Source: an optimization exercise on an open RTL-to-GDS flow (aim: small area). Production flows keep margins and buffers that such runs may drop.
In this exercise RTL edits were held to simulation tests only and were not proved equivalent to the original.
In every run shown here, the design's own scripts or RTL, not TritonCTS, make the clock network.
The clock input has no modelled driver; a real chip could not lean on it and would need a root buffer or a full tree.
No activity file was given, so power comes from the tool's default toggle rates.

==> design/flow/config.mk <==
export PLATFORM = sky130hd
export DESIGN_NAME = TLP_Detector
export DESIGN_NICKNAME = TLP_Detector
export VERILOG_FILES = /design/flow/design.v
export SDC_FILE = /design/flow/constraint.sdc
export NUM_CORES = 4
export LEC_CHECK = 0
export CAP_MARGIN = 20
export CORE_MARGIN = 2
export CORE_UTILIZATION = 70
export SLEW_MARGIN = 20
==> design/flow/constraint.sdc <==
create_clock -name core_clock -period 5.0 [get_ports {clk}]
set_input_delay 1.0000 -clock core_clock [delete_from_list [all_inputs] [get_ports {clk}]]
set_output_delay 1.0000 -clock core_clock [all_outputs]
set_load 0.01 [all_outputs]
==> design/flow/design.v <==
module counter (input clk, input reset, input datak, input stp, output fin);
localparam [4:0] SEED = 5'b00001;
localparam [4:0] LAST = 5'b00011;  
reg [4:0] st;
wire [4:0] step = {st[3:0], st[4] ^ st[2]};
assign fin = (st == LAST);
always @(posedge clk)
	if (!reset) st <= 5'b00000;
	else if (stp) st <= SEED;
	else if (datak || fin) st <= 5'b00000;
	else st <= step;
endmodule
module decoder (input [7:0] data_in , output reg[9:0] data_out);
always @(*)
begin
case(data_in)
8'h00:data_out = 10'd1;
8'h01:data_out = 10'd2;
8'h02:data_out = 10'd4;
8'h42:data_out = 10'd8;
8'h04:data_out = 10'd16;
8'h44:data_out = 10'd32;
8'h05:data_out = 10'd64;
8'h45:data_out = 10'd128;
8'h0a:data_out = 10'd256;
8'h4a:data_out = 10'd512;
default: data_out = 10'd0;
endcase
end
endmodule
module TLP_Detector #(parameter width = 8)
       (input clk,
	input reset,
	input [7:0] data_in,
	input datak,
	output reg [3:0] tlp_count,
	output [159:0] TLP,
	output MRd, output MWr, output IORd, output IOWr,
	output CfgRd0, output CfgWr0, output CfgRd1, output CfgWr1, output Cpl, output CplD
	);
reg [151:0] sh_n;
always @(posedge clk)
	sh_n <= {sh_n[143:0], ~data_in};
wire stp = datak && data_in == 8'hFB;
wire fin;    
counter framing (.clk(clk), .reset(reset), .datak(datak), .stp(stp), .fin(fin));
wire hit = reset && datak && data_in == 8'hFD && fin;
reg det_n;
always @(posedge clk)
	det_n <= ~hit;
always @(posedge clk or negedge reset)
	if (!reset) tlp_count <= 4'b0000;
	else if (hit) tlp_count <= tlp_count + 1'b1;
wire det = ~det_n;
assign TLP[7:0] = {8{det}} & 8'hFB;
genvar i;
generate
	for (i = 1; i <= 18; i = i + 1) begin : g_byte
		assign TLP[8*i+7:8*i] = ~({8{det_n}} | sh_n[8*(19-i)+7:8*(19-i)]);
	end
endgenerate
assign TLP[159:152] = {8{det}} & 8'hFD;
wire [9:0] dec;
decoder fsmdecoder(~sh_n[8*16+7:8*16], dec);
assign {CplD, Cpl, CfgWr1, CfgRd1, CfgWr0, CfgRd0, IOWr, IORd, MWr, MRd} = {10{det}} & dec;
endmodule
==> design/flow/flow/run.sh <==
#!/bin/bash
set -euo pipefail
export CLK_PORT_NET=clk
export CLK_GROUPS=${CLK_GROUPS:-7}
export CLK_LEAF_CELL=${CLK_LEAF_CELL:-sky130_fd_sc_hd__inv_8}
export CLK_ROOT_CELL=${CLK_ROOT_CELL:-sky130_fd_sc_hd__inv_8}
bash standard.sh \
  "BUFFER_PORTS_ARGS=-buffer_cell sky130_fd_sc_hd__buf_1" \
  "PRE_CTS_TCL=$PWD/flow/clock_tree.tcl" \
  "POST_CTS_TCL=$PWD/flow/downsize.tcl" \
  finish > standard_flow.log 2>&1
==> design/flow/flow/clock_tree.tcl <==
# A small balanced clock tree in place of TritonCTS: the flip-flops are split
# by placement into CLK_GROUPS groups of near-equal size (cutting alternately
# by x and by y), and each group is driven by one CLK_LEAF_CELL placed at the
# group's centre. The clock port drives those cells, or one CLK_ROOT_CELL
# that drives them. The cells may be buffers, or inverters for both the root
# and the leaves, so that the flip-flops see the clock's own polarity.
proc split_groups {pts n by_x} {
  if {$n <= 1} { return [list $pts] }
  set idx [expr {$by_x ? 1 : 2}]
  set s [lsort -real -index $idx $pts]
  set n1 [expr {$n / 2}]
  # points in proportion to the groups on each side
  set h [expr {([llength $s] * $n1 + $n / 2) / $n}]
  return [concat [split_groups [lrange $s 0 [expr {$h - 1}]] $n1 [expr {!$by_x}]] \
                 [split_groups [lrange $s $h end] [expr {$n - $n1}] [expr {!$by_x}]]]
}

# the output pin of a one-input buffer or inverter
proc out_iterm {inst} {
  foreach it [$inst getITerms] {
    if {[$it isOutputSignal]} { return $it }
  }
  error "no output pin on [$inst getName]"
}

proc clock_tree_synthesis {args} {
  set block [ord::get_db_block]
  set clk_net [$block findNet $::env(CLK_PORT_NET)]
  set master [[ord::get_db] findMaster $::env(CLK_LEAF_CELL)]
  set pts {}
  foreach it [$clk_net getITerms] {
    set inst [$it getInst]
    set bb [$inst getBBox]
    lappend pts [list $it [expr {([$bb xMin] + [$bb xMax]) / 2}] [expr {([$bb yMin] + [$bb yMax]) / 2}]]
  }
  set groups [split_groups $pts $::env(CLK_GROUPS) 1]
  # optional root buffer between the clock port and the leaf buffers
  set src_net $clk_net
  if {[info exists ::env(CLK_ROOT_CELL)] && $::env(CLK_ROOT_CELL) ne ""} {
    set src_net [odb::dbNet_create $block "clknet_root"]
    $src_net setSigType CLOCK
    set root [odb::dbInst_create $block [[ord::get_db] findMaster $::env(CLK_ROOT_CELL)] "clkbuf_root"]
    set sx 0; set sy 0
    foreach p $pts { set sx [expr {$sx + [lindex $p 1]}]; set sy [expr {$sy + [lindex $p 2]}] }
    $root setLocation [expr {$sx / [llength $pts]}] [expr {$sy / [llength $pts]}]
    $root setPlacementStatus PLACED
    [$root findITerm A] connect $clk_net
    [out_iterm $root] connect $src_net
  }
  set g 0
  foreach grp $groups {
    set net [odb::dbNet_create $block "clknet_leaf_$g"]
    $net setSigType CLOCK
    set buf [odb::dbInst_create $block $master "clkbuf_leaf_$g"]
    set sx 0; set sy 0
    foreach p $grp {
      set it [lindex $p 0]
      $it disconnect
      $it connect $net
      set sx [expr {$sx + [lindex $p 1]}]
      set sy [expr {$sy + [lindex $p 2]}]
    }
    set n [llength $grp]
    $buf setLocation [expr {$sx / $n}] [expr {$sy / $n}]
    $buf setPlacementStatus PLACED
    [$buf findITerm A] connect $src_net
    [out_iterm $buf] connect $net
    puts "clock_tree: clkbuf_leaf_$g drives $n flip-flops"
    incr g
  }
  $clk_net setSigType CLOCK
  set_propagated_clock [all_clocks]
}
==> design/flow/flow/downsize.tcl <==
# Downsize logic cells to drive strength 1 (else 2) where timing, slew and
# capacitance limits still hold. Clock-tree cells are left alone.
proc downsize_logic {min_slack} {
  set changed 0
  foreach inst [get_cells *] {
    set ref [get_property $inst ref_name]
    if {![regexp {^(sky130_fd_sc_hd__[a-z0-9]+)_([0-9]+)$} $ref -> base drv]} { continue }
    if {$drv <= 1} { continue }
    if {[string match "*clkbuf*" $base] || [string match "*clkinv*" $base]} { continue }
    # the clock tree's own cells (flow/clock_tree.tcl) keep their size
    if {[string match "clkbuf_*" [get_property $inst full_name]]} { continue }
    foreach d {1 2} {
      if {$d >= $drv} { break }
      set target ${base}_$d
      if {[llength [get_lib_cells -quiet */$target]] == 0} { continue }
      replace_cell $inst $target
      if {[sta::worst_slack -max] < $min_slack || [sta::max_slew_violation_count] > 0 \
          || [sta::max_capacitance_violation_count] > 0} {
        replace_cell $inst $ref
      } else {
        incr changed
        puts "downsize: [get_property $inst full_name] $ref -> $target"
        break
      }
    }
  }
  puts "downsize: $changed cells"
}
downsize_logic 0.5
==> design/flow/standard.sh <==
#!/bin/bash
# synth_recipe.tcl (not shown) runs the flow's synth.tcl, then flattens the netlist and writes it again
# the make line also repeats each setting of config.mk as NAME=value (left out here)
make -C /OpenROAD-flow-scripts/flow DESIGN_CONFIG=/design/flow/config.mk WORK_HOME=/design/flow/orfs CLKGATE_MAP_FILE= SYNTH_SCRIPT=/design/flow/synth_recipe.tcl "${@:-finish}"
==> results.txt, run 1 <==
status timing/DRC/antenna clean; post-synth cell types 27; gr usage total a little over a fifth; YS warnings 3; WP data required about 4.0 ns; period utilization 64.8%; sequential area share after synthesis roughly three quarters; final setup vio count 0; Final GP Congestion roughly 0.77; die area 6790 µm²; clock input transition at the sequential cells of the worst setup and hold paths approximately 0.10 ns; max-slew violation count 0; RSZ-0062 raised after global routing no; routed via count ~2900; grt ovf 0; largest net degree at the start of global routing slightly above 100; final critical-path required period roughly 3.2 ns; Die X 82.4 µm; pwr/cell area between 300 and 400 nW/µm²; Async SR Flop Fraction 2.47%; average wire per standard cell between 10 and 15 µm; IO Pins between 150 and 200; worst hold path type reg2reg; row count 28; crit-path cells buf_2 > nor2_1 > buf_1; commonest non-fill, non-tap cell in the layout buf_1; DR DRC count 0; share of cells above drive strength 1 about 1.8%; Static Leak a little over 2 nW; startpoint types flip-flop; Initial DRC Count 81; port buffer count 182; vias in the first global route 2469; Slew HR a little under two fifths; clk latency of the worst-skew pair about 0.20 ns; ant diodes 0; CP bufs+invs 2; DR vias/cell 4.66; Max Clock Skew approximately 0.0064 ns; Post-Syn Area between 4000 and 5000 µm²; DR pass1 iterations 4; Power Total 1.85 mW; slowest stage delay, CP roughly 0.97 ns; main flop type after synthesis dfxtp_1; Total Nets Final approximately 560; initial antenna violation count 0; CP Capture Type primary output; WP data arrival about 2.2 ns; Max Freq 308 MHz; Largest delay share family, worst path flip-flops; antenna-violating nets left 0; worst-margin pin slew 0.931 ns; Post-synth EDFFs 0; syn_area_per_cell roughly 11 µm²; Final Hold Viols 0; Core Region around 5900 µm²; critical path's slowest cell dfxtp_4; VDD IR-drop max approximately 0.0003 V; most frequent cells in the layout 182 x buf_1, 157 x dfxtp_1, 148 x nor2_1, 12 x inv_1, 8 x inv_8; area grow syn2layout 15.7%; post-synthesis register bit count 162; critical setup path kind reg2out; Synth Instances a little under 400; starting density of the core 72.7%; Routed WL 7940 µm; first-pass GRT wire length 11200 µm; TNS Setup 0 ns; Max Cap Viol 0; Final HPWL DP about 6000 µm; die extent in y 82.4 µm; Crit Path Max Fanout 101
-- worst reg2reg max path, cell delays in order (launching register included) --
cell     delay [ns]
dfxtp_1        0.36
or4b_1         0.51
nor4_1         0.64
mux2_1         0.38
-- flip-flops by register name, indices dropped and copies added, names as in the netlist --
signal	count
sh_n	152
framing.st	5
tlp_count	4
det_n	1
-- synthesized netlist by cell type, types with 2 or more instances --
cell | n | area share [%]
nand2_1 | 3 | 0.26
nand3_1 | 3 | 0.35
xnor2_1 | 2 | 0.41
dfxtp_1 | 158 | 73
inv_1 | 12 | 1.0
xor2_1 | 2 | 0.41
clkbuf_1 | 16 | 1.4
nor4_1 | 2 | 0.29
and2_1 | 3 | 0.44
nand4_1 | 3 | 0.44
buf_4 | 16 | 2.8
nor3_1 | 4 | 0.46
dfrtp_1 | 4 | 2.3
nand3b_1 | 2 | 0.35
nor2_1 | 148 | 13
-- logic make-up after synthesis --
logic type                 synth area share (%)
and+or+nand+nor                            17.0
DFF                                        75.8
buffers and inverters                      5.32
xor gates and xnor gates                  0.814
AOI/OAI and AO/OA                         0.436
adders and majority gates                 0.291
other                                    0.0871
muxes                                     0.262
-- power by group --
part	switching (mW)	internal [mW]
sequential	0.0342	1.36
clock	0.388	0.0589
combinational	0.00636	0.00507
-- worst paths after layout --
check                           cells after the start  slack [ns]     startpoint            to
worst max register to register                      3        3.00  framing.st[2]  tlp_count[1]
worst min-delay path                                0        0.34        sh_n[2]      sh_n[10]
worst max-delay path                                3        1.76          det_n      TLP[118]
min in group asynchronous                           1        0.63          reset  tlp_count[1]
worst min register to register                      0        0.34        sh_n[2]      sh_n[10]
max in group asynchronous                           1        4.16          reset  tlp_count[2]
-- stage by stage --
step	hold WS [ns]	instance area, µm²	utilization (%)	setup slack [ns]	instances
global placement	0.310	4910	83.0	2.28	616
finish	0.338	4980	84.1	1.76	624
global route	0.343	4980	84.1	1.54	624
detailed placement	0.314	4910	83.0	2.25	616
floorplan	0.310	4310	-	2.46	391
-- per-layer routing --
| layer | share of wire [%] | global-route usage [%] |
|---|---|---|
| met1 | 42 | 25.6 |
| met2 | 48 | 38.9 |
| met4 | 1.3 | 2.83 |
| met3 | 8.9 | 4.57 |
| met5 | 0 | 0 |
-- area by class of cell --
class / count / area [µm²]
fill: 365 / 941
timing repair buffer: 183 / 688
tap: 75 / 93.8
multi-input combinational: 184 / 796
inverter: 20 / 135
sequential: 162 / 3270
==> inputs of run 2 (changes only) <==
--- a/design/flow/flow/run.sh
+++ b/design/flow/flow/run.sh
@@ -8,4 +8,5 @@
   "BUFFER_PORTS_ARGS=-buffer_cell sky130_fd_sc_hd__buf_1" \
   "PRE_CTS_TCL=$PWD/flow/clock_tree.tcl" \
   "POST_CTS_TCL=$PWD/flow/downsize.tcl" \
+  "POST_GLOBAL_ROUTE_TCL=$PWD/flow/downsize.tcl" \
   finish > standard_flow.log 2>&1
--- a/design/flow/flow/downsize.tcl
+++ b/design/flow/flow/downsize.tcl
@@ -1,4 +1,4 @@
-# Downsize logic cells to drive strength 1 (else 2) where timing, slew and
+# Downsize logic cells to the smallest drive strength at which timing, slew and
 # capacitance limits still hold. Clock-tree cells are left alone.
 proc downsize_logic {min_slack} {
   set changed 0
@@ -9,7 +9,7 @@
     if {[string match "*clkbuf*" $base] || [string match "*clkinv*" $base]} { continue }
     # the clock tree's own cells (flow/clock_tree.tcl) keep their size
     if {[string match "clkbuf_*" [get_property $inst full_name]]} { continue }
-    foreach d {1 2} {
+    foreach d {1 2 3 4 6 8 12} {
       if {$d >= $drv} { break }
       set target ${base}_$d
       if {[llength [get_lib_cells -quiet */$target]] == 0} { continue }
==> results.txt, run 2 <==
status timing/DRC/antenna clean; critical setup path kind reg2out; post-synth cell types 27 (unchanged); worst r2r src framing.st[2]; Largest delay share family, worst path flip-flops; clock share of power 24.2% (about the same); synth cell count leaders 158 x dfxtp_1, 148 x nor2_1, 16 x buf_4, 16 x clkbuf_1, 12 x inv_1; starting density of the core 72.7% (unchanged); DR pass1 iterations 4 (unchanged); met2 usage 38.9% (unchanged); clk latency of the worst-skew pair 0.20 ns (about the same); Fill cells 365 (unchanged); commonest non-fill, non-tap cell in the layout buf_1; post-synthesis xor/xnor area fraction 0.814% (unchanged); main flop type after synthesis dfxtp_1; combinational power share 0.6% (about the same); crit-path cells buf_2 > nor2_1 > buf_1; Worst Hold Path EP sh_n[10]; slowest stage delay, CP 0.97 ns (about the same); most numerous cell in the Yosys netlist dfxtp_1; Hold Path Stages 0 (unchanged); placed cell area 4910 µm² (unchanged); critical path's slowest cell dfxtp_4; share of cells above drive strength 1 1.82% (unchanged); Max Cap Viol 0 (unchanged); P_sw 429 µW (unchanged); registers with the most flip-flops sh_n x152, framing.st x5, tlp_count x4; row count 28 (unchanged); post-synthesis compound-gate area fraction 0.436% (unchanged); initial antenna violation count 0 (unchanged); Post-Syn Area 4310 µm² (unchanged); CP bufs+invs 2 (unchanged); ant diodes 0 (unchanged); Slew HR 37.9% (unchanged); Core Region 5920 µm² (unchanged); period utilization 64.8% (unchanged); Largest Register sh_n; Initial DRC Count 81 (unchanged); most frequent cells in the layout 182 x buf_1, 157 x dfxtp_1, 148 x nor2_1, 12 x inv_1, 8 x inv_8; cell accounting for the most synthesized area dfxtp_1; DR vias/cell 4.66 (unchanged); Adder-Cell Fraction of Synth Area 0.291% (unchanged); max-slew violation count 0 (unchanged); TNS Setup 0 ns (unchanged); CP Capture Type primary output; syn_area_per_cell 11.0 µm² (unchanged); Power Internal 1.42 mW (unchanged); Multi-input gate area 796 µm² (unchanged); grt ovf 0 (unchanged); worst-margin pin slew 0.931 ns (unchanged); IO Pins 185 (unchanged); final critical-path required period 3.24 ns (unchanged); Yosys top cell area share 73.5% (unchanged); Reg2Reg Depth 3 (unchanged); Synth Instances 390 (unchanged); Max Freq 308 MHz (unchanged); die area 6790 µm² (unchanged); Async SR Flop Fraction 2.47% (unchanged); gr usage total 21.0% (unchanged); post-synthesis register bit count 162 (unchanged); Max Clock Skew 0.00640 ns (unchanged); mux cell area share after synthesis 0.262% (unchanged); max FFs per register 152 (unchanged); final cell area excluding filler cells 4980 µm² (unchanged); Total Nets Final 563 (unchanged); routed via count 2908 (unchanged); worst hold path type reg2reg; WP data required 4.00 ns (about the same); largest net degree at the start of global routing 102 (unchanged); clock input transition at the sequential cells of the worst setup and hold paths 0.10 ns (about the same); die extent in y 82.4 µm (unchanged); Static Leak 2.02 nW (unchanged); pwr/cell area 371 nW/µm² (unchanged); area grow syn2layout 15.7% (unchanged); antenna-violating nets left 0 (unchanged); vias in the first global route 2469 (unchanged); Routed WL 7940 µm (unchanged); Final HPWL DP 5960 µm (unchanged); Final GP Congestion 0.768 (unchanged); grt met3 use 4.57% (unchanged); port buffer count 182 (unchanged); DR DRC count 0 (unchanged); worst reg2reg path endpoint tlp_count[1]; Post-Synth Simple-Gate Area 17.0% (unchanged); average wire per standard cell 12.7 µm (unchanged); Post-synth EDFFs 0 (unchanged); Storage cell area 3270 µm² (unchanged); Final Hold Viols 0 (unchanged); first-pass GRT wire length 11200 µm (unchanged); gr busiest metal met2; reg-to-reg slack, setup 3.00 ns (about the same); Net Sw Frac 23.2% (unchanged); Die X 82.4 µm (unchanged); YS warnings 3 (unchanged); startpoint types flip-flop; sequential area share after synthesis 75.8% (unchanged); Crit Path Max Fanout 101 (unchanged); Seq pwr share 75.2% (about the same); HP Start sh_n[2]; Area contributors post-synth dfxtp_1 73%, nor2_1 13%, buf_4 2.8%, dfrtp_1 2.3%, clkbuf_1 1.4%; VDD IR-drop max 0.000301 V (unchanged); largest family of logic cells by synthesized area simple AND/OR/NAND/NOR gates; WP data arrival 2.24 ns (about the same); final setup vio count 0 (unchanged); met1 GRT Util 25.6% (unchanged)
-- run 2: cell counts after synthesis --
Identical to the previous run, type by type.
-- run 2: final cells by class --
cell class,instances,share of cell area [%]
multi-input cells,184,16.0
inverters,20,2.71
flip-flops and latches,162,65.6
repair buffers,183,13.8
well taps,75,1.88
-- run 2: metal layers --
layer  share of wire (%)  routed length, µm
met5                   0                  0
met4                 1.3                102
met1                  42               3300
met3                 8.9                703
met2                  48               3830
-- run 2: through the flow --
step                      hold slack, ns  instances  utilization [%]  worst slack (ns)  power [mW]
after detailed placement           0.314        616             83.0              2.25        1.43
after global placement             0.310        616             83.0              2.28        1.43
after floorplan                    0.310        391                -              2.46        1.42
final                              0.338        624             84.1              1.76        1.85
-- run 2: logic make-up after synthesis --
group,Yosys count
buf+inv,45
compound gates,2
xor+xnor,4
mux,1
other cells,1
simple gates,174
flops,162
fa+ha+maj,1
-- run 2: power by group through the flow --
| stage | clock network (mW) | registers (mW) | logic (mW) |
|---|---|---|---|
| after floorplan | 0 | 1.41 | 0.00884 |
| after global placement | 0 | 1.42 | 0.0119 |
| after detailed placement | 0 | 1.42 | 0.0124 |
| final | 0.447 | 1.39 | 0.0114 |
-- run 2: worst max-delay path by stage --
| stage | slack [ns] | start | cells past startpoint | endpoint |
|---|---|---|---|---|
| 3_3_place_gp | 2.28 | det_n | 3 | TLP[91] |
| 6_report | 1.76 | det_n | 3 | TLP[118] |
| 3_5_place_dp | 2.25 | det_n | 3 | TLP[118] |
| 2_1_floorplan | 2.46 | det_n | 5 | TLP[0] |
==> inputs of run 3 (changes only) <==
--- a/design/flow/design.v
+++ b/design/flow/design.v
@@ -1,14 +1,21 @@
-module counter (input clk, input reset, input datak, input stp, output fin);
-localparam [4:0] SEED = 5'b00001;
-localparam [4:0] LAST = 5'b00011;  
+module counter (input clk, input reset, input datak, input stp, input fd,
+                output fin, output det);
+localparam [4:0] SEED = 5'b01100;
+localparam [4:0] LAST = 5'b10101;  
+localparam [4:0] DET  = 5'b01000;
 reg [4:0] st;
-wire [4:0] step = {st[3:0], st[4] ^ st[2]};
-assign fin = (st == LAST);
-always @(posedge clk)
-	if (!reset) st <= 5'b00000;
-	else if (stp) st <= SEED;
-	else if (datak || fin) st <= 5'b00000;
-	else st <= step;
+assign fin = st[3:1] == LAST[3:1];
+assign det = st[4:2] == DET[4:2];
+wire load = reset & stp;
+wire hit = reset & fd & fin;
+wire go = reset & ~datak & ~fin & ~det;
+always @(posedge clk) begin
+	st[0] <= go & (st[4] ^ st[2]);
+	st[1] <= go & st[0];
+	st[2] <= load | (go & st[1]);
+	st[3] <= load | hit | (go & st[2]);
+	st[4] <= go & st[3];
+end
 endmodule
 module decoder (input [7:0] data_in , output reg[9:0] data_out);
 always @(*)
@@ -41,17 +48,18 @@
 reg [151:0] sh_n;
 always @(posedge clk)
 	sh_n <= {sh_n[143:0], ~data_in};
-wire stp = datak && data_in == 8'hFB;
+wire kfx = datak & (&data_in[7:3]) & data_in[0];
+wire stp = kfx & ~data_in[2] & data_in[1];
 wire fin;    
-counter framing (.clk(clk), .reset(reset), .datak(datak), .stp(stp), .fin(fin));
-wire hit = reset && datak && data_in == 8'hFD && fin;
-reg det_n;
-always @(posedge clk)
-	det_n <= ~hit;
+wire fd = kfx & data_in[2] & ~data_in[1];
+wire det;    
+counter framing (.clk(clk), .reset(reset), .datak(datak), .stp(stp), .fd(fd),
+	.fin(fin), .det(det));
+wire hit = reset & fd & fin;
 always @(posedge clk or negedge reset)
 	if (!reset) tlp_count <= 4'b0000;
 	else if (hit) tlp_count <= tlp_count + 1'b1;
-wire det = ~det_n;
+wire det_n = ~det;
 assign TLP[7:0] = {8{det}} & 8'hFB;
 genvar i;
 generate
--- a/design/flow/flow/run.sh
+++ b/design/flow/flow/run.sh
@@ -8,5 +8,4 @@
   "BUFFER_PORTS_ARGS=-buffer_cell sky130_fd_sc_hd__buf_1" \
   "PRE_CTS_TCL=$PWD/flow/clock_tree.tcl" \
   "POST_CTS_TCL=$PWD/flow/downsize.tcl" \
-  "POST_GLOBAL_ROUTE_TCL=$PWD/flow/downsize.tcl" \
   finish > standard_flow.log 2>&1
--- a/design/flow/flow/downsize.tcl
+++ b/design/flow/flow/downsize.tcl
@@ -1,4 +1,4 @@
-# Downsize logic cells to the smallest drive strength at which timing, slew and
+# Downsize logic cells to drive strength 1 (else 2) where timing, slew and
 # capacitance limits still hold. Clock-tree cells are left alone.
 proc downsize_logic {min_slack} {
   set changed 0
@@ -9,7 +9,7 @@
     if {[string match "*clkbuf*" $base] || [string match "*clkinv*" $base]} { continue }
     # the clock tree's own cells (flow/clock_tree.tcl) keep their size
     if {[string match "clkbuf_*" [get_property $inst full_name]]} { continue }
-    foreach d {1 2 3 4 6 8 12} {
+    foreach d {1 2} {
       if {$d >= $drv} { break }
       set target ${base}_$d
       if {[llength [get_lib_cells -quiet */$target]] == 0} { continue }
==> results.txt, run 3 <==
status timing/DRC/antenna clean; share of cells above drive strength 1 1.99% (+0.16 points); Layout Cells excl Fill 629 (+0.80%); Multi-input gate area 817 µm² (+2.7%); syn_area_per_cell 10.9 µm² (-1.2%); routed via count 3003 (+3.3%); fin util 84.4% (+0.27 points); Final Hold Viols 0 (unchanged); TNS Setup 0 ns (unchanged); registers with the most flip-flops sh_n x152, framing.st x5, tlp_count x4; die extent in y 82.3 µm (about the same); Reg2Reg Depth 3 (unchanged); ant diodes 0 (unchanged); DR vias/cell 4.77 (+2.4%); commonest non-fill, non-tap cell in the layout buf_1; HP Start sh_n[6]; Crit Path Max Fanout 58 (-43%); DR DRC count 0 (unchanged); main flop type after synthesis dfxtp_1; cell accounting for the most synthesized area dfxtp_1; YS warnings 3 (unchanged); period utilization 64.1% (-0.72 points); worst r2r src framing.st[2]; Slew HR 51.9% (+14 points); RSZ-0062 raised after global routing no; post-synth cell types 28 (+3.7%); pwr/cell area 369 nW/µm² (-0.66%); critical setup path kind reg2out; most frequent cells in the layout 182 x buf_1, 157 x dfxtp_1, 154 x nor2_1, 11 x inv_1, 8 x inv_8; Post-Syn Area 4300 µm² (-0.20%); CP Launch Point framing.st[3]; Critical Path Stages 6 (+3); DR pass1 iterations 4 (unchanged); average wire per standard cell 12.8 µm (+0.99%); Initial DRC Count 109 (+35%); final critical-path required period 3.21 ns (-0.0358 ns); Core Region 5920 µm² (unchanged); initial antenna violation count 0 (unchanged); Max Cap Viol 0 (unchanged); dpl cells 620 (+0.65%); sequential area share after synthesis 75.5% (-0.31 points); Die X 82.3 µm (about the same); CP bufs+invs 2 (unchanged); Max Clock Skew 0.00567 ns (-0.000734 ns); first-pass GRT wire length 11500 µm (+3.5%); worst hold path type reg2reg; Storage cell area 3240 µm² (-0.73%); Static Leak 2.13 nW (+5.4%); Final GP Congestion 0.776 (+0.98%); Power Total 1.84 mW (-0.34%); Routed WL 8080 µm (+1.8%); final setup vio count 0 (unchanged); Synth Instances 394 (+1.0%); Adder-Cell Fraction of Synth Area 0.291% (+0.00059 points); WP data arrival 2.21 ns (-0.03 ns); largest family of logic cells by synthesized area simple AND/OR/NAND/NOR gates; clock input transition at the sequential cells of the worst setup and hold paths 0.11 ns (about the same); VDD IR-drop max 0.000324 V (+7.6%); Largest delay share family, worst path simple AND/OR/NAND/NOR gates; antenna-violating nets left 0 (unchanged); most numerous cell in the Yosys netlist dfxtp_1; starting density of the core 72.6% (-0.15 points); Total Nets Final 568 (+0.89%); clk latency of the worst-skew pair 0.20 ns (about the same); critical path's slowest cell or3b_4; IO Pins 185 (unchanged); slowest stage delay, CP 0.52 ns (-0.45 ns); CP endpoint Cpl; max FFs per register 152 (unchanged); synth cell count leaders 157 x dfxtp_1, 154 x nor2_1, 16 x buf_4, 16 x clkbuf_1, 11 x inv_1; post-synthesis register bit count 161 (-0.62%); Final HPWL DP 5980 µm (+0.27%); Async SR Flop Fraction 2.48% (+0.015 points); Post-synth EDFFs 0 (unchanged); Fill cells 363 (-0.55%); worst reg2reg path endpoint tlp_count[1]; port buffer count 182 (unchanged); gr usage total 21.7% (+0.70 points); die area 6780 µm² (-0.19%); crit-path cells or3b_4 > buf_12 > nor2_1 > nand4b_1 > nor3b_1 > buf_1; startpoint types flip-flop; grt ovf 0 (unchanged); Area contributors post-synth dfxtp_1 73%, nor2_1 13%, buf_4 2.8%, dfrtp_1 2.3%, clkbuf_1 1.4%; Yosys top cell area share 73.2% (-0.32 points); CP Capture Type primary output; post-synthesis xor/xnor area fraction 0.815% (+0.0017 points); mux cell area share after synthesis 0.262% (+0.00053 points); Post-Synth Simple-Gate Area 17.3% (+0.30 points); reg-to-reg slack, setup 3.03 ns (+0.03 ns); WP data required 4.00 ns (about the same); post-synthesis compound-gate area fraction 0.524% (+0.088 points); largest net degree at the start of global routing 80 (-22%); worst-margin pin slew 0.715 ns (-0.216 ns); Max Freq 312 MHz (+1.1%); row count 28 (unchanged); area grow syn2layout 16.3%; Largest Register sh_n; vias in the first global route 2561 (+3.7%); max-slew violation count 0 (unchanged)
run 3: changes by cell type in the layout (fill, tap and decap cells not counted), moves of 2 or more:
cell,change
nor2_1,+6
nand2b_1,+2
nor4_1,-2
and2_1,-4
run 3: metal layers:
metal	GRT usage [%]	vias to the layer above	wire (µm)	part of all wire (%)
met3	3.48	13	652	8.1
met5	0	-	0	0
li1	-	1509	-	-
met4	4.67	0	151	1.9
met2	39.7	138	3970	49
met1	27.0	1343	3300	41
run 3: kinds of logic after synthesis:
| kind of cell | Yosys count |
|---|---|
| AO/OA/AOI/OAI | 3 |
| XOR/XNOR | 4 |
| adder cells (fa/ha/maj) | 1 |
| buffers and inverters | 44 |
| flip-flops | 161 |
| multiplexers | 1 |
| other | 1 |
| AND/OR/NAND/NOR | 179 |
run 3: layout make-up:
class	instances	area share (%)
inverter	19	2.63
sequential	161	64.9
tap	75	1.88
multi-input combinational	190	16.4
timing repair buffer	184	14.2
run 3: worst min-delay path by stage:
stage | endpoint | slack (ns) | depth (start not counted)
after floorplan | sh_n[10] | 0.31 | 0
after global placement | sh_n[12] | 0.31 | 0
after detailed placement | sh_n[9] | 0.31 | 0
after global routing | sh_n[14] | 0.35 | 0
final | sh_n[14] | 0.34 | 0
run 3: power by group:
group	leakage, nW	switching [mW]	internal [mW]
Sequential	1.38	0.0338	1.35
Combinational	0.706	0.00803	0.00467
Clock	0.0484	0.389	0.0589
run 3: stage by stage:
step	setup WS [ns]	cell area, µm²	hold WS [ns]
global placement	1.93	4900	0.311
finish	1.79	5000	0.336
global route	1.64	5000	0.347
floorplan	2.38	4300	0.310
detailed placement	1.90	4900	0.312
==> inputs of run 4 (changes only) <==
--- a/design/flow/flow/downsize.tcl
+++ b/design/flow/flow/downsize.tcl
@@ -1,4 +1,4 @@
-# Downsize logic cells to drive strength 1 (else 2) where timing, slew and
+# Downsize logic cells to the smallest drive strength at which timing, slew and
 # capacitance limits still hold. Clock-tree cells are left alone.
 proc downsize_logic {min_slack} {
   set changed 0
@@ -9,7 +9,7 @@
     if {[string match "*clkbuf*" $base] || [string match "*clkinv*" $base]} { continue }
     # the clock tree's own cells (flow/clock_tree.tcl) keep their size
     if {[string match "clkbuf_*" [get_property $inst full_name]]} { continue }
-    foreach d {1 2} {
+    foreach d {1 2 3 4 6 8 12} {
       if {$d >= $drv} { break }
       set target ${base}_$d
       if {[llength [get_lib_cells -quiet */$target]] == 0} { continue }
==> results.txt, run 4 <==
status timing/DRC/antenna clean; row count 28 (unchanged); final critical-path required period 3.21 ns (unchanged); Slew HR 51.9% (unchanged); RSZ-0062 raised after global routing no; Net Sw Frac 23.4% (unchanged); Async SR Flop Fraction 2.48% (unchanged); CP bufs+invs 2 (unchanged); DR pass1 iterations 4 (unchanged); Post-Syn Area 4300 µm² (unchanged); Max Clock Skew 0.00567 ns (unchanged); final hold slack 0.336 ns (unchanged); critical path's slowest cell or3b_4; main flop type after synthesis dfxtp_1; DR vias/cell 4.77 (unchanged); grt met3 use 3.48% (unchanged); VDD IR-drop max 0.000324 V (unchanged); area grow syn2layout 16.3% (unchanged); P_sw 430 µW (unchanged); Area contributors post-synth dfxtp_1 73%, nor2_1 13%, buf_4 2.8%, dfrtp_1 2.3%, clkbuf_1 1.4%; combinational power share 0.7% (about the same); clock input transition at the sequential cells of the worst setup and hold paths 0.11 ns (about the same); routed via count 3003 (unchanged); clk latency of the worst-skew pair 0.20 ns (about the same); worst hold path type reg2reg; Crit Path Max Fanout 58 (unchanged); gr busiest metal met2; Synth Instances 394 (unchanged); Post-synth EDFFs 0 (unchanged); Max Freq 312 MHz (unchanged); TNS Setup 0 ns (unchanged); startpoint types flip-flop; dpl cells 620 (unchanged); Final Hold Viols 0 (unchanged); post-synthesis register bit count 161 (unchanged); Static Leak 2.13 nW (unchanged); vias in the first global route 2561 (unchanged); max FFs per register 152 (unchanged); Layout Cells excl Fill 629 (unchanged); starting density of the core 72.6% (unchanged); ant diodes 0 (unchanged); Total Nets Final 568 (unchanged); final setup vio count 0 (unchanged); Die X 82.3 µm (unchanged); share of cells above drive strength 1 1.99% (unchanged); grt ovf 0 (unchanged); DR DRC count 0 (unchanged); sequential area share after synthesis 75.5% (unchanged); Largest delay share family, worst path simple AND/OR/NAND/NOR gates; Power Internal 1.41 mW (unchanged); met1 GRT Util 27.0% (unchanged); largest net degree at the start of global routing 80 (unchanged); WP data arrival 2.21 ns (about the same); Storage cell area 3240 µm² (unchanged); most frequent cells in the layout 182 x buf_1, 157 x dfxtp_1, 154 x nor2_1, 11 x inv_1, 8 x inv_8; initial antenna violation count 0 (unchanged); IO Pins 185 (unchanged); port buffer count 182 (unchanged); period utilization 64.1% (unchanged); pwr/cell area 369 nW/µm² (unchanged); average wire per standard cell 12.8 µm (unchanged); registers with the most flip-flops sh_n x152, framing.st x5, tlp_count x4; most numerous cell in the Yosys netlist dfxtp_1; antenna-violating nets left 0 (unchanged); Fill cells 363 (unchanged); Final HPWL DP 5980 µm (unchanged); cell accounting for the most synthesized area dfxtp_1; slowest stage delay, CP 0.52 ns (about the same); critical setup path kind reg2out; clock share of power 24.3% (about the same); die area 6780 µm² (unchanged); post-synth cell types 28 (unchanged); YS warnings 3 (unchanged); gr usage total 21.7% (unchanged); CP Capture Type primary output; worst-margin pin slew 0.715 ns (unchanged); Routed WL 8080 µm (unchanged); Core Region 5920 µm² (unchanged); Initial DRC Count 109 (unchanged); Final GP Congestion 0.776 (unchanged); commonest non-fill, non-tap cell in the layout buf_1; Seq pwr share 75.0% (about the same); max-slew violation count 0 (unchanged); crit-path cells or3b_4 > buf_12 > nor2_1 > nand4b_1 > nor3b_1 > buf_1; syn_area_per_cell 10.9 µm² (unchanged); synth cell count leaders 157 x dfxtp_1, 154 x nor2_1, 16 x buf_4, 16 x clkbuf_1, 11 x inv_1; Multi-input gate area 817 µm² (unchanged); Yosys top cell area share 73.2% (unchanged); Largest Register sh_n; met2 usage 39.7% (unchanged); WP data required 4.00 ns (about the same); first-pass GRT wire length 11500 µm (unchanged); die extent in y 82.3 µm (unchanged); Max Cap Viol 0 (unchanged)
-- run 4: cell counts in the layout (fill, tap and decap cells not counted) --
Identical to the previous run, type by type.
-- run 4: logic make-up (layout without fill, tap and decap cells) --
family | count (synthesis) | after routing | synth area share (%)
other | 1 | 2 | 0.0873
AOI/OAI and AO/OA | 3 | 3 | 0.524
DFF | 161 | 161 | 75.5
xor gates and xnor gates | 4 | 4 | 0.816
and+or+nand+nor | 179 | 179 | 17.3
buffers and inverters | 44 | 203 | 5.24
muxes | 1 | 1 | 0.262
adders and majority gates | 1 | 1 | 0.291
-- run 4: metal layers --
layer  vias up  share of wire (%)
met1      1343                 41
li1       1509                  -
met5         -                  0
met4         0                1.9
met3        13                8.1
met2       138                 49
-- run 4: worst paths after layout --
kind                                    start      endpoint  slack [ns]  cells past startpoint
worst max-delay path            framing.st[3]           Cpl        1.79                      6
worst max register to register  framing.st[2]  tlp_count[1]        3.03                      3
min in group asynchronous               reset  tlp_count[2]        0.63                      1
worst min-delay path                  sh_n[6]      sh_n[14]        0.34                      0
max in group asynchronous               reset  tlp_count[1]        4.15                      1
worst min register to register        sh_n[6]      sh_n[14]        0.34                      0
-- run 4: power groups by stage --
stage	logic (mW)	registers, mW	clock network [mW]
finish	0.0127	1.38	0.447
floorplan	0.00828	1.40	0
global placement	0.0124	1.41	0
global route	0.0144	1.39	0.505
detailed placement	0.0132	1.41	0
-- run 4: metrics by stage --
stage | worst slack, ns | total power, mW | util, % | cell area, µm²
after detailed placement | 1.90 | 1.42 | 82.8 | 4900
after floorplan | 2.38 | 1.41 | - | 4300
after global routing | 1.64 | 1.91 | 84.4 | 5000
final | 1.79 | 1.84 | 84.4 | 5000
after global placement | 1.93 | 1.42 | 82.8 | 4900
-- run 4: area by class of cell --
class	instances	area share, %
timing repair buffer	184	14.2
inverter	19	2.63
multi-input combinational	190	16.4
tap	75	1.88
sequential	161	64.9
==> inputs of run 5 (changes only) <==
--- a/design/flow/flow/run.sh
+++ b/design/flow/flow/run.sh
@@ -8,4 +8,5 @@
   "BUFFER_PORTS_ARGS=-buffer_cell sky130_fd_sc_hd__buf_1" \
   "PRE_CTS_TCL=$PWD/flow/clock_tree.tcl" \
   "POST_CTS_TCL=$PWD/flow/downsize.tcl" \
+  "POST_GLOBAL_ROUTE_TCL=$PWD/flow/downsize.tcl" \
   finish > standard_flow.log 2>&1
==> results.txt, run 5 <==
gr busiest metal met2; average wire per standard cell 12.8 µm (-0.22%); DR pass1 iterations 4 (unchanged); WP data arrival 2.74 ns (+0.53 ns); Post-Syn Area 4300 µm² (unchanged); registers with the most flip-flops sh_n x152, framing.st x5, tlp_count x4; Max Clock Skew 0.00674 ns (+0.00107 ns); largest family of logic cells by synthesized area simple AND/OR/NAND/NOR gates; starting density of the core 72.6% (unchanged); YS warnings 3 (unchanged); crit-path cells or3b_1 > buf_2 > nor2_1 > nand4b_1 > nor3b_1 > buf_1; final setup vio count 0 (unchanged); max-slew violation count 0 (unchanged); met1 GRT Util 27.0% (unchanged); Total Nets Final 568 (unchanged); Fill cells 367 (+1.1%); Power Total 1.84 mW (about the same); DR DRC count 0 (unchanged); grt ovf 0 (unchanged); first-pass GRT wire length 11500 µm (unchanged); slowest stage delay, CP 0.64 ns (+0.12 ns); pwr/cell area 370 nW/µm² (+0.38%); Crit Path Max Fanout 58 (unchanged); Adder-Cell Fraction of Synth Area 0.291% (unchanged); area grow syn2layout 15.8%; Yosys top cell area share 73.2% (unchanged); commonest non-fill, non-tap cell in the layout buf_1; clk latency of the worst-skew pair 0.20 ns (about the same); met2 usage 39.7% (unchanged); gr usage total 21.7% (unchanged); vias in the first global route 2561 (unchanged); Routed WL 8060 µm (-0.22%); critical path's slowest cell or3b_1; DR vias/cell 4.78 (+0.17%); share of cells above drive strength 1 1.81% (-0.18 points); port buffer count 182 (unchanged); most numerous cell in the Yosys netlist dfxtp_1; ant diodes 0 (unchanged); Final HPWL DP 5980 µm (unchanged); CP Capture Type primary output; VDD IR-drop max 0.000324 V (about the same); Max Cap Viol 0 (unchanged); critical setup path kind reg2out; die area 6780 µm² (unchanged); antenna-violating nets left 0 (unchanged); Final GP Congestion 0.776 (unchanged); largest net degree at the start of global routing 80 (unchanged); Largest Register sh_n; Static Leak 2.12 nW (-0.64%); synth cell count leaders 157 x dfxtp_1, 154 x nor2_1, 16 x buf_4, 16 x clkbuf_1, 11 x inv_1; Core Region 5920 µm² (unchanged); clock input transition at the sequential cells of the worst setup and hold paths 0.10 ns (about the same); row count 28 (unchanged); worst r2r src framing.st[2]; Post-synth EDFFs 0 (unchanged); HP Start sh_n[6]; startpoint types flip-flop; die extent in y 82.3 µm (unchanged); CP Launch Point framing.st[3]; grt met3 use 3.48% (unchanged); Async SR Flop Fraction 2.48% (unchanged); most frequent cells in the layout 182 x buf_1, 157 x dfxtp_1, 154 x nor2_1, 11 x inv_1, 8 x inv_8; period utilization 74.7% (+11 points); Area contributors post-synth dfxtp_1 73%, nor2_1 13%, buf_4 2.8%, dfrtp_1 2.3%, clkbuf_1 1.4%; Final Hold Viols 0 (unchanged); post-synthesis xor/xnor area fraction 0.815% (unchanged); status timing/DRC/antenna clean; initial antenna violation count 0 (unchanged); Slew HR 25.0% (-27 points); TNS Setup 0 ns (unchanged); post-synthesis register bit count 161 (unchanged); Post-Synth Simple-Gate Area 17.3% (unchanged); fin util 84.0% (-0.34 points); Die X 82.3 µm (unchanged); Synth Instances 394 (unchanged); final critical-path required period 3.74 ns (+0.529 ns); WP data required 4.00 ns (about the same); IO Pins 185 (unchanged); main flop type after synthesis dfxtp_1; post-synthesis compound-gate area fraction 0.524% (unchanged); sequential area share after synthesis 75.5% (unchanged); mux cell area share after synthesis 0.262% (unchanged); Initial DRC Count 108 (-0.92%); syn_area_per_cell 10.9 µm² (unchanged); Max Freq 268 MHz (-14%); routed via count 3008 (+0.17%); post-synth cell types 28 (unchanged); max FFs per register 152 (unchanged); worst-margin pin slew 1.12 ns (+0.409 ns); cell accounting for the most synthesized area dfxtp_1; worst hold path type reg2reg
-- run 5: changes by cell type in the layout (fill, tap and decap cells not counted) --
cell    change
buf_4       -1
buf_12      -1
or3b_4      -1
or3b_1      +1
buf_2       +2
-- run 5: final timing paths --
check | to | slack [ns] | cells after the start
worst max-delay path | Cpl | 1.26 | 6
worst min-delay path | sh_n[14] | 0.34 | 0
worst max register to register | framing.st[0] | 2.65 | 4
worst min register to register | sh_n[14] | 0.34 | 0
max in group asynchronous | tlp_count[1] | 4.15 | 1
min in group asynchronous | tlp_count[2] | 0.63 | 1
-- run 5: area by class of cell --
| cell class | instances | area [µm²] | share of cell area [%] |
|---|---|---|---|
| well taps | 75 | 93.8 | 1.89 |
| repair buffers | 184 | 693 | 13.9 |
| flip-flops and latches | 161 | 3240 | 65.2 |
| inverters | 19 | 131 | 2.64 |
| multi-input cells | 190 | 815 | 16.4 |
-- run 5: where the power goes --
group | internal (mW) | switching, mW | leakage (nW)
clock | 0.0589 | 0.388 | 0.0484
combinational | 0.00465 | 0.00803 | 0.692
sequential | 1.35 | 0.0337 | 1.38
-- run 5: cell families (layout without fill, tap and decap cells) --
logic type / Yosys count / in the layout
AOI/OAI and AO/OA: 3 / 3
xor gates and xnor gates: 4 / 4
adders and majority gates: 1 / 1
buffers and inverters: 44 / 203
DFF: 161 / 161
muxes: 1 / 1
other: 1 / 2
and+or+nand+nor: 179 / 179
-- run 5: routing by layer --
layer	up-vias	wire length, µm
li1	1509	-
met1	1349	3290
met2	137	3970
met3	13	647
met4	0	151
met5	-	0
-- run 5: critical path, delay by kind of cell (launching register included) --
family | cells | cell delay (ns)
AND/OR/NAND/NOR | 4 | 1.44
buffers and inverters | 2 | 0.70
flip-flops | 1 | 0.38
-- run 5: stage by stage --
step | instance area (µm²) | setup slack, ns | hold WS, ns | std cells
after floorplan | 4300 | 2.38 | 0.310 | 395
after global placement | 4900 | 1.93 | 0.311 | 620
after detailed placement | 4900 | 1.90 | 0.312 | 620
final | 4980 | 1.26 | 0.336 | 629
==> inputs of run 6 (changes only) <==
--- a/design/flow/config.mk
+++ b/design/flow/config.mk
@@ -5,7 +5,7 @@
 export SDC_FILE = /design/flow/constraint.sdc
 export NUM_CORES = 4
 export LEC_CHECK = 0
-export CAP_MARGIN = 20
+export CAP_MARGIN = 0
 export CORE_MARGIN = 2
 export CORE_UTILIZATION = 70
-export SLEW_MARGIN = 20
+export SLEW_MARGIN = 0
==> results.txt, run 6 <==
mux cell area share after synthesis 0.262% (unchanged); worst slack at placement 1.90 ns (unchanged); area grow syn2layout 15.8% (about the same); VDD IR-drop max 0.000324 V (+0.21%); max FFs per register 152 (unchanged); DR DRC count 0 (unchanged); sequential area share after synthesis 75.5% (unchanged); worst hold path type reg2reg; Max Cap Viol 0 (unchanged); largest family of logic cells by synthesized area simple AND/OR/NAND/NOR gates; critical setup path kind reg2out; synth cell count leaders 157 x dfxtp_1, 154 x nor2_1, 16 x buf_4, 16 x clkbuf_1, 11 x inv_1; gr usage total 21.7% (unchanged); Synth Instances 394 (unchanged); met2 usage 39.7% (unchanged); antenna-violating nets left 0 (unchanged); Slew HR 25.0% (-0.069 points); Crit Path Max Fanout 79 (+36%); commonest non-fill, non-tap cell in the layout buf_1; most frequent cells in the layout 182 x buf_1, 157 x dfxtp_1, 154 x nor2_1, 11 x inv_1, 8 x inv_8; port buffer count 182 (unchanged); worst reg2reg path endpoint framing.st[1]; Setup WS post-layout 1.32 ns (+0.0564 ns); Post-synth EDFFs 0 (unchanged); clk latency of the worst-skew pair 0.20 ns (about the same); Final Hold Viols 0 (unchanged); pwr/cell area 370 nW/µm² (about the same); Yosys top cell area share 73.2% (unchanged); WP data arrival 2.68 ns (-0.06 ns); Reg2Reg Depth 4 (unchanged); max-slew violation count 0 (unchanged); IO Pins 185 (unchanged); final cell area excluding filler cells 4970 µm² (about the same); share of cells above drive strength 1 1.81% (+0.0033 points); Post-Synth Simple-Gate Area 17.3% (unchanged); routed via count 2987 (-0.70%); row count 28 (unchanged); initial antenna violation count 0 (unchanged); CP endpoint TLP[96]; startpoint types flip-flop; DR vias/cell 4.76 (-0.54%); YS warnings 3 (unchanged); starting density of the core 72.6% (unchanged); vias in the first global route 2561 (unchanged); average wire per standard cell 12.7 µm (-0.92%); most numerous cell in the Yosys netlist dfxtp_1; grt ovf 0 (unchanged); reg-to-reg slack, setup 2.45 ns (-0.20 ns); CP Capture Type primary output; registers with the most flip-flops sh_n x152, framing.st x5, tlp_count x4; WP data required 4.00 ns (about the same); status timing/DRC/antenna clean; DR pass1 iterations 4 (unchanged); syn_area_per_cell 10.9 µm² (unchanged); CP Launch Point framing.st[3]; Core Region 5920 µm² (unchanged); Adder-Cell Fraction of Synth Area 0.291% (unchanged); final critical-path required period 3.68 ns (-0.0564 ns); final setup vio count 0 (unchanged); period utilization 73.6% (-1.1 points); ant diodes 0 (unchanged); main flop type after synthesis dfxtp_1; Total Nets Final 567 (-0.18%); Max Clock Skew 0.00421 ns (-0.00253 ns); gr busiest metal met2; Largest Register sh_n; cell accounting for the most synthesized area dfxtp_1; worst-margin pin slew 1.13 ns (+0.00103 ns); Max Freq 272 MHz (+1.5%); met1 GRT Util 27.0% (unchanged); Initial DRC Count 109 (+0.93%); clock input transition at the sequential cells of the worst setup and hold paths 0.11 ns (about the same); worst r2r src framing.st[3]; post-synthesis compound-gate area fraction 0.524% (unchanged); grt met3 use 3.48% (unchanged); largest net degree at the start of global routing 80 (unchanged); post-synthesis register bit count 161 (unchanged); Hold Path Stages 0 (unchanged); post-synthesis xor/xnor area fraction 0.815% (unchanged); Post-Syn Area 4300 µm² (unchanged); post-synth cell types 28 (unchanged); Die X 82.3 µm (unchanged); Final HPWL DP 5980 µm (unchanged); final hold slack 0.335 ns (-0.000275 ns); die extent in y 82.3 µm (unchanged); Async SR Flop Fraction 2.48% (unchanged); die area 6780 µm² (unchanged); Routed WL 7970 µm (-1.1%); placed cell area 4900 µm² (unchanged); Area contributors post-synth dfxtp_1 73%, nor2_1 13%, buf_4 2.8%, dfrtp_1 2.3%, clkbuf_1 1.4%; Static Leak 2.12 nW (about the same); TNS Setup 0 ns (unchanged); first-pass GRT wire length 11500 µm (unchanged); Final GP Congestion 0.776 (unchanged)
## run 6: worst max-delay path: stages, from the launching register on
cell and delay (ns):
dfxtp_1 0.35, or3b_4 0.77, buf_2 1.00, nor2_1 0.16, buf_1 0.18
## run 6: cell families (layout without fill, tap and decap cells)
family | count (synthesis) | in the layout
DFF | 161 | 161
adders and majority gates | 1 | 1
other | 1 | 2
muxes | 1 | 1
and+or+nand+nor | 179 | 179
buffers and inverters | 44 | 202
AOI/OAI and AO/OA | 3 | 3
xor gates and xnor gates | 4 | 4
## run 6: power by group
group | internal [mW] | switching [mW]
clock | 0.0589 | 0.389
combinational | 0.00465 | 0.00811
sequential | 1.35 | 0.0334
total | 1.41 | 0.430
## run 6: metrics by stage
step / std cells / power, mW / util [%]
floorplan: 395 / 1.41 / -
global placement: 620 / 1.42 / 82.8
finish: 628 / 1.84 / 84.0
detailed placement: 620 / 1.42 / 82.8
## run 6: worst min-delay path by stage
stage | slack (ns) | from | end
2_1_floorplan | 0.31 | sh_n[2] | sh_n[10]
3_3_place_gp | 0.31 | sh_n[4] | sh_n[12]
3_5_place_dp | 0.31 | sh_n[1] | sh_n[9]
6_report | 0.34 | sh_n[6] | sh_n[14]
## run 6: layer usage
metal | part of all wire, % | routed length [µm] | vias to the layer above
met5 | 0 | 0 | -
met4 | 2.1 | 164 | 0
met3 | 7.6 | 608 | 15
met2 | 49 | 3890 | 128
met1 | 42 | 3320 | 1335
li1 | - | - | 1509
## run 6: final cells by class
type                       instances  area, µm²
fill                             367        947
inverter                          19        131
multi-input combinational        190        817
tap                               75       93.8
timing repair buffer             183        688
sequential                       161       3240
==> inputs of run 7 (changes only) <==
==> design/flow/flow/run.sh (replaced) <==
#!/bin/bash
set -euo pipefail
export CLK_PORT_NET=clk
export CLK_GROUPS=${CLK_GROUPS:-6}
export CLK_LEAF_CELL=${CLK_LEAF_CELL:-sky130_fd_sc_hd__inv_8}
export CLK_ROOT_CELL=${CLK_ROOT_CELL:-sky130_fd_sc_hd__inv_12}
bash standard.sh \
  "BUFFER_PORTS_ARGS=-buffer_cell sky130_fd_sc_hd__buf_1" \
  "PRE_CTS_TCL=$PWD/flow/clock_tree.tcl" \
  "POST_CTS_TCL=$PWD/flow/downsize.tcl" \
  "POST_GLOBAL_ROUTE_TCL=$PWD/flow/downsize.tcl" \
  finish > standard_flow.log 2>&1
--- a/design/flow/config.mk
+++ b/design/flow/config.mk
@@ -5,7 +5,7 @@
 export SDC_FILE = /design/flow/constraint.sdc
 export NUM_CORES = 4
 export LEC_CHECK = 0
-export CAP_MARGIN = 0
+export CAP_MARGIN = 20
 export CORE_MARGIN = 2
 export CORE_UTILIZATION = 70
-export SLEW_MARGIN = 0
+export SLEW_MARGIN = 20
==> results.txt, run 7 <==
status timing/DRC/antenna clean; most frequent cells in the layout 182 x buf_1, 157 x dfxtp_1, 154 x nor2_1, 11 x inv_1, 6 x inv_8; critical path's slowest cell or3b_1; Layout Cells excl Fill 628 (unchanged); clock input transition at the sequential cells of the worst setup and hold paths 0.12 ns (about the same); worst hold path type reg2reg; CP bufs+invs 2 (unchanged); final setup vio count 0 (unchanged); WP data arrival 2.71 ns (+0.03 ns); commonest non-fill, non-tap cell in the layout buf_1; Slew HR 25.9% (+0.94 points); Largest delay share family, worst path simple AND/OR/NAND/NOR gates; main flop type after synthesis dfxtp_1; startpoint types flip-flop; cell accounting for the most synthesized area dfxtp_1; area grow syn2layout 15.7% (about the same); Static Leak 2.11 nW (-0.27%); share of cells above drive strength 1 1.63% (-0.18 points); Max Cap Viol 0 (unchanged); initial antenna violation count 0 (unchanged); Max Freq 270 MHz (-0.79%); sequential area share after synthesis 75.5% (unchanged); row count 28 (unchanged); critical setup path kind reg2out; Area contributors post-synth dfxtp_1 73%, nor2_1 13%, buf_4 2.8%, dfrtp_1 2.3%, clkbuf_1 1.4%; Routed WL 8060 µm (+1.1%); DR DRC count 0 (unchanged); DR vias/cell 4.79 (+0.64%); synth cell count leaders 157 x dfxtp_1, 154 x nor2_1, 16 x buf_4, 16 x clkbuf_1, 11 x inv_1; dpl cells 620 (unchanged); grt ovf 0 (unchanged); slowest stage delay, CP 0.64 ns (-0.36 ns); Largest Register sh_n; antenna-violating nets left 0 (unchanged); Core Region 5920 µm² (unchanged); YS warnings 3 (unchanged); ant diodes 0 (unchanged); registers with the most flip-flops sh_n x152, framing.st x5, tlp_count x4; most numerous cell in the Yosys netlist dfxtp_1; Multi-input gate area 815 µm² (-0.31%); die area 6780 µm² (unchanged); Power Total 1.83 mW (-0.67%); Storage cell area 3240 µm² (unchanged); final cell area excluding filler cells 4970 µm² (about the same); routed via count 3006 (+0.64%); period utilization 74.2% (+0.58 points); Crit Path Max Fanout 58 (-27%); Fill cells 369 (+0.54%); post-synthesis register bit count 161 (unchanged); max-slew violation count 0 (unchanged); worst-margin pin slew 1.11 ns (-0.0141 ns); Initial DRC Count 119 (+9.2%); Final GP Congestion 0.776 (unchanged); crit-path cells or3b_1 > buf_2 > nor2_1 > nand4b_1 > nor3b_1 > buf_1; first-pass GRT wire length 11700 µm (+1.3%); Die X 82.3 µm (unchanged); port buffer count 182 (unchanged); VDD IR-drop max 0.000355 V (+9.4%); placed cell area 4900 µm² (unchanged); post-synth cell types 28 (unchanged); Total Nets Final 567 (unchanged); Synth Instances 394 (unchanged); largest net degree at the start of global routing 80 (unchanged); syn_area_per_cell 10.9 µm² (unchanged); fin util 83.9% (about the same); Post-Syn Area 4300 µm² (unchanged); average wire per standard cell 12.8 µm (+1.1%); Max Clock Skew 0.00557 ns (+0.00136 ns); DR pass1 iterations 4 (unchanged); Yosys top cell area share 73.2% (unchanged); die extent in y 82.3 µm (unchanged); CP Capture Type primary output; Final HPWL DP 5980 µm (unchanged); clk latency of the worst-skew pair 0.17 ns (-0.03 ns); max FFs per register 152 (unchanged); Async SR Flop Fraction 2.48% (unchanged); vias in the first global route 2542 (-0.74%); final critical-path required period 3.71 ns (+0.0292 ns); starting density of the core 72.6% (unchanged); WP data required 4.00 ns (about the same); gr usage total 21.9% (+0.21 points); Post-synth EDFFs 0 (unchanged); TNS Setup 0 ns (unchanged); IO Pins 185 (unchanged); Final Hold Viols 0 (unchanged); pwr/cell area 368 nW/µm² (-0.60%)
run 7: cell types whose count changed in the layout (fill, tap and decap cells not counted):
cell    delta
buf_2      +1
or3b_1     +1
inv_12     +1
inv_8      -2
or3b_4     -1
run 7: metrics by stage:
stage	hold WS [ns]	setup slack (ns)
after floorplan	0.310	2.38
after global placement	0.311	1.93
final	0.339	1.29
after detailed placement	0.312	1.90
run 7: final cells by class:
class / count / area share (%)
sequential: 161 / 65.3
multi-input combinational: 190 / 16.4
timing repair buffer: 184 / 13.9
inverter: 18 / 2.52
tap: 75 / 1.89
run 7: cell families (layout without fill, tap and decap cells):
family                     Yosys count  count (layout)  synth area share [%]
and+or+nand+nor                    179             179                  17.3
DFF                                161             161                  75.5
buffers and inverters               44             202                  5.24
xor gates and xnor gates             4               4                 0.816
AOI/OAI and AO/OA                    3               3                 0.524
adders and majority gates            1               1                 0.291
other                                1               2                0.0873
muxes                                1               1                 0.262
run 7: report_power, final:
group	leakage [nW]	internal, mW	switching (mW)
clock	0.0436	0.0593	0.376
combinational	0.692	0.00465	0.00815
sequential	1.38	1.35	0.0337
total	2.11	1.41	0.417
run 7: layer usage:
| metal | routed length (µm) | global-route usage (%) |
|---|---|---|
| met1 | 3280 | 27.6 |
| met5 | 0 | 0 |
| met2 | 4070 | 41.0 |
| met4 | 69 | 2.50 |
| met3 | 637 | 3.15 |
run 7: worst paths after layout:
| check | slack (ns) | endpoint | cells past startpoint | startpoint |
|---|---|---|---|---|
| setup / recovery | 1.29 | Cpl | 6 | framing.st[3] |
| hold / removal | 0.34 | sh_n[14] | 0 | sh_n[6] |
| min in group asynchronous | 0.66 | tlp_count[0] | 1 | reset |
| max in group asynchronous | 4.11 | tlp_count[2] | 1 | reset |
| hold reg to reg | 0.34 | sh_n[14] | 0 | sh_n[6] |
| setup reg to reg | 2.66 | framing.st[0] | 4 | framing.st[2] |
run 7: worst reg2reg max path: cells and delay by family, from the launching register on:
family / cells / cell delay (ns)
flip-flops: 1 / 0.40
buffers and inverters: 1 / 0.97
AND/OR/NAND/NOR: 3 / 0.91

-- what the ideal ports hide --
In the flow no input, the clock included, has a driving cell. The finished layouts below were timed again as built, in two steps.
Step 1 (the two cells are an assumption about what drives the block):
set clk [get_ports {clk}]
set_driving_cell -lib_cell sky130_fd_sc_hd__clkbuf_16 $clk
set_driving_cell -lib_cell sky130_fd_sc_hd__buf_2 [delete_from_list [all_inputs] $clk]
Step 2, shift: input delay + t, output delay - t, t = (earliest + latest rising clock arrival at the registers) / 2. This alone moves slack from input paths to output paths.
Slacks: no drivers / after step 1 / after step 2; pairs: no drivers / after step 1.
| run | t, ns | setup slack, ns | worst setup path at the end | pins driven straight from the clock port |
|---|---|---|---|---|
| run 1 | 0.241 | 1.758 / 1.711 / 1.952 | register to output | 1 |
| run 2 | 0.241 | 1.758 / 1.711 / 1.952 | register to output | 1 |
| run 3 | 0.243 | 1.794 / 1.746 / 1.989 | register to output | 1 |
| run 4 | 0.243 | 1.794 / 1.746 / 1.989 | register to output | 1 |
| run 5 | 0.243 | 1.265 / 1.216 / 1.459 | register to output | 1 |
| run 6 | 0.241 | 1.321 / 1.273 / 1.514 | register to output | 1 |
| run 7 | 0.224 | 1.292 / 1.238 / 1.462 | register to output | 1 |
After both steps every run listed still meets setup and hold.
